From an optimization exercise on the open Yosys and OpenROAD flow, aimed at small area; shortcuts taken in it are not production practice. Function was checked by simulation only, so behaviour that the tests miss may differ from the original. No driver is modelled on the clock port, so clocking that relies on it looks cheaper here than on a real chip. No activity file was given, so power comes from the tool's default toggle rates.

Design controller, start of the top module:
module controller(
    input clk,
    input rst,
    input cash_out_btn,
    input add_btn,
    input gamble_btn,
    input status_btn,
    input buffer_5,
    input buffer_10,
    input buffer_20,
    output wire [3:0] n_cnt,
    output wire [7:0] seg,
    output wire [2:0] red,
    output wire [2:0] green,
    output wire [1:0] blue,
    output wire hsync,
    output wire vsync
    );
==> flow/config.mk <==
export PLATFORM = sky130hd
export DESIGN_NAME = controller
export DESIGN_NICKNAME = controller
export VERILOG_FILES = /design/flow/design.v
export SDC_FILE = /design/flow/constraint.sdc
export NUM_CORES = 4
export LEC_CHECK = 0
export CAP_MARGIN = 0
export CORE_MARGIN = 2
export CORE_UTILIZATION = 70
export SLEW_MARGIN = 0
==> flow/constraint.sdc <==
create_clock -name core_clock -period 15.0 [get_ports {clk}]
set_input_delay 3.0000 -clock core_clock [delete_from_list [all_inputs] [get_ports {clk}]]
set_output_delay 3.0000 -clock core_clock [all_outputs]
set_load 0.01 [all_outputs]
standard.sh (not shown) runs the stock make flow with config.mk's settings and CLKGATE_MAP_FILE= SYNTH_SCRIPT=/design/flow/synth_recipe.tcl, a recipe that flattens the netlist after the stock synthesis.
==> flow/flow/run.sh <==
#!/bin/bash
# Layout flow: the standard synthesis, then the combinational logic between
# the (unchanged) registers is re-mapped with an area-oriented ABC script (a few
# random seeds, keeping the smallest result), then the standard layout
# (floorplan to finish) on that netlist, with a smaller clock-tree buffer, no
# CTS dummy loads and the smallest buffer on the ports.
set -euo pipefail
W=$PWD
R=$W/orfs/results/$FLOW_PLATFORM/controller/base
YOSYS=$(command -v yosys || echo "$FLOW_HOME/../tools/install/yosys/bin/yosys")

bash standard.sh synth > $W/log_1_standard_synth.log 2>&1
cp $R/1_2_yosys.v $W/std_1_2_yosys.v

# 2. re-map the logic between the registers
export RESYN_LIB=$FLOW_HOME/platforms/$FLOW_PLATFORM/lib/sky130_fd_sc_hd__tt_025C_1v80.lib
export RESYN_IN=$W/std_1_2_yosys.v
export RESYN_DONT_USE="$(sed -n '/DONT_USE_CELLS +=/,/^$/p' $FLOW_HOME/platforms/$FLOW_PLATFORM/config.mk | grep -o 'sky130_fd_sc_hd__[a-z0-9_]*' | tr '\n' ' ')"
# twelve runs in two waves of six: three ABC recipes, several random seeds;
# keep the smallest result
RUNS="a1 a2 a3 b1 b2 b3 a4 a5 b4 c1 c2 c3"
for WAVE in "a1 a2 a3 b1 b2 b3" "a4 a5 b4 c1 c2 c3"; do
  for RS in $WAVE; do
    K=${RS:0:1}; S=${RS:1}
    mkdir -p $W/resyn_$RS
    sed "s/@SEED@/$S/" $W/flow/resyn_$K.abc > $W/resyn_$RS/resyn.abc
    ( cd $W/resyn_$RS && RESYN_ABC=$W/resyn_$RS/resyn.abc RESYN_OUT=$W/resyn_$RS/resyn_1_2_yosys.v \
        timeout 1200 $YOSYS -c $W/flow/resyn.tcl > $W/log_2_resyn_$RS.log 2>&1 ) &
  done
  wait || true
done
BEST=""; BESTA=""
for RS in $RUNS; do
  F=$W/resyn_$RS/resyn_stat_after.txt
  [[ -f $F && -f $W/resyn_$RS/resyn_1_2_yosys.v ]] || continue
  A=$(grep "Chip area" $F | tail -1 | awk '{print $NF}')
  echo "run $RS area $A" >> $W/log_2_resyn_pick.log
  if [[ -z $BEST ]] || awk "BEGIN{exit !($A < $BESTA)}"; then BEST=$RS; BESTA=$A; fi
done
echo "picked run $BEST area $BESTA" >> $W/log_2_resyn_pick.log
cp $W/resyn_$BEST/resyn_1_2_yosys.v $R/1_2_yosys.v
rm -f $R/1_synth.odb $R/1_synth.sdc

# 3. standard layout from the new netlist
bash standard.sh \
  "CTS_ARGS=-sink_clustering_enable -repair_clock_nets -dont_use_dummy_load -buf_list sky130_fd_sc_hd__clkbuf_8" \
  "BUFFER_PORTS_ARGS=-buffer_cell sky130_fd_sc_hd__buf_1" \
  finish > $W/log_3_standard_layout.log 2>&1
Other scripts of this flow, unchanged in this note and not shown: flow/flow/resyn.tcl, flow/flow/resyn_a.abc, flow/flow/resyn_b.abc, flow/flow/resyn_c.abc
The baseline produced a clean layout.
Then changed:
--- a/flow/flow/run.sh
+++ b/flow/flow/run.sh
@@ -5,3 +5,4 @@
 # (floorplan to finish) on that netlist, with a smaller clock-tree buffer, no
-# CTS dummy loads and the smallest buffer on the ports.
+# CTS dummy loads and the smallest buffer on the ports; after CTS, clock
+# buffers are downsized where the clock-pin slew allows.
 set -euo pipefail
@@ -18,6 +19,6 @@
 export RESYN_DONT_USE="$(sed -n '/DONT_USE_CELLS +=/,/^$/p' $FLOW_HOME/platforms/$FLOW_PLATFORM/config.mk | grep -o 'sky130_fd_sc_hd__[a-z0-9_]*' | tr '\n' ' ')"
-# twelve runs in two waves of six: three ABC recipes, several random seeds;
+# eighteen runs in three waves of six: three ABC recipes, several random seeds;
 # keep the smallest result
-RUNS="a1 a2 a3 b1 b2 b3 a4 a5 b4 c1 c2 c3"
-for WAVE in "a1 a2 a3 b1 b2 b3" "a4 a5 b4 c1 c2 c3"; do
+RUNS="a1 a2 a3 b1 b2 b3 a4 a5 b4 c1 c2 c3 a6 a7 b5 b6 b7 c4"
+for WAVE in "a1 a2 a3 b1 b2 b3" "a4 a5 b4 c1 c2 c3" "a6 a7 b5 b6 b7 c4"; do
   for RS in $WAVE; do
@@ -44,3 +45,4 @@
 # 3. standard layout from the new netlist
-bash standard.sh \
+CLKDOWN_LIMIT=0.105 bash standard.sh \
+  "POST_CTS_TCL=$W/flow/clkdown.tcl" \
   "CTS_ARGS=-sink_clustering_enable -repair_clock_nets -dont_use_dummy_load -buf_list sky130_fd_sc_hd__clkbuf_8" \
==> flow/flow/clkdown.tcl (new file) <==
# POST_CTS hook: replace clock-tree buffers sky130_fd_sc_hd__clkbuf_8 by the
# smaller clkbuf_4 where the estimated slew at every pin they drive stays
# at or below CLKDOWN_LIMIT (ns). Smaller cells stay legal in place.
proc clkdown_worst_slew { inst } {
  set worst 0
  foreach opin [get_pins -of_objects [get_cells $inst] -filter "direction == output"] {
    set net [get_nets -of_objects $opin]
    foreach p [get_pins -of_objects $net -filter "direction == input"] {
      set s [get_property $p slew_max]
      if {$s > $worst} { set worst $s }
    }
  }
  return $worst
}
set clkdown_limit 0.100
if {[info exists ::env(CLKDOWN_LIMIT)]} { set clkdown_limit $::env(CLKDOWN_LIMIT) }
estimate_parasitics -placement
set clkdown_n 0
foreach inst [get_cells clkbuf_*] {
  if {[get_property $inst ref_name] ne "sky130_fd_sc_hd__clkbuf_8"} { continue }
  replace_cell $inst sky130_fd_sc_hd__clkbuf_4
  estimate_parasitics -placement
  set s [clkdown_worst_slew $inst]
  if {$s > $clkdown_limit} {
    replace_cell $inst sky130_fd_sc_hd__clkbuf_8
    estimate_parasitics -placement
    puts "clkdown: kept [get_name $inst] (slew $s)"
  } else {
    incr clkdown_n
    puts "clkdown: downsized [get_name $inst] (slew $s)"
  }
}
puts "clkdown: downsized $clkdown_n buffers"
check_placement -verbose
--- a/flow/config.mk
+++ b/flow/config.mk
@@ -7,5 +7,5 @@
 export LEC_CHECK = 0
-export CAP_MARGIN = 0
+export CAP_MARGIN = 20
 export CORE_MARGIN = 2
 export CORE_UTILIZATION = 70
-export SLEW_MARGIN = 0
+export SLEW_MARGIN = 20
Effect:
- The changed run finished with timing, DRC and antenna clean
- clock-buffer cell count does not change
- synthesized area is lower by 0.66%
- design area is lower by 1.3%
- total power is lower by 6.0%
- combinational power is lower by 20%
- setup slack gets worse by 0.59 ns
- synthesized cell count stays flat
Then changed:
--- a/flow/flow/run.sh
+++ b/flow/flow/run.sh
@@ -19,6 +19,6 @@
 export RESYN_DONT_USE="$(sed -n '/DONT_USE_CELLS +=/,/^$/p' $FLOW_HOME/platforms/$FLOW_PLATFORM/config.mk | grep -o 'sky130_fd_sc_hd__[a-z0-9_]*' | tr '\n' ' ')"
-# eighteen runs in three waves of six: three ABC recipes, several random seeds;
+# twelve runs in two waves of six: three ABC recipes, several random seeds;
 # keep the smallest result
-RUNS="a1 a2 a3 b1 b2 b3 a4 a5 b4 c1 c2 c3 a6 a7 b5 b6 b7 c4"
-for WAVE in "a1 a2 a3 b1 b2 b3" "a4 a5 b4 c1 c2 c3" "a6 a7 b5 b6 b7 c4"; do
+RUNS="a1 a2 a3 b1 b2 b3 a4 a5 b4 c1 c2 c3"
+for WAVE in "a1 a2 a3 b1 b2 b3" "a4 a5 b4 c1 c2 c3"; do
   for RS in $WAVE; do
@@ -45,3 +45,3 @@
 # 3. standard layout from the new netlist
-CLKDOWN_LIMIT=0.105 bash standard.sh \
+CLKDOWN_LIMIT=0.100 bash standard.sh \
   "POST_CTS_TCL=$W/flow/clkdown.tcl" \
The new run completed with no timing, DRC or antenna violations. Non-clock buffer count is unchanged. Clock skew shrinks by 0.0057 ns. Total power goes up by 0.90%. Die area is unchanged. Via count rises by 0.35%. Routed wire length stays flat. Hold slack hardly moves.

==> afterwards: timing with drivers on the ports <==
Ports are ideal in the flow. The routed layouts listed here were re-timed in OpenROAD.
Step 1 (the two cells are an assumption about what drives the block):
set clk [get_ports {clk}]
set_driving_cell -lib_cell sky130_fd_sc_hd__clkbuf_16 $clk
set_driving_cell -lib_cell sky130_fd_sc_hd__buf_2 [delete_from_list [all_inputs] $clk]
Step 2 times the ports against the registers' clock, not the clock port: input delays grow and output delays shrink by t, the midpoint of the rising clock arrivals with the driver on.
Slacks: no drivers / after step 1 / after step 2; pairs: no drivers / after step 1.
| run | shift t [ns] | setup slack, ns | worst setup path after step 2 | latest minus earliest clock arrival (ns) | worst slew at a driven data input, ns |
|---|---|---|---|---|---|
| the first run | 0.466 | 6.653 / 6.653 / 6.653 | register to register | 0.024 / 0.024 | 0.04 |
| the second run | 0.448 | 6.064 / 6.064 / 6.064 | register to register | 0.035 / 0.036 | 0.04 |
| the third run | 0.451 | 6.039 / 6.039 / 6.039 | register to register | 0.030 / 0.030 | 0.04 |
After both steps setup and hold are still met in every run listed.
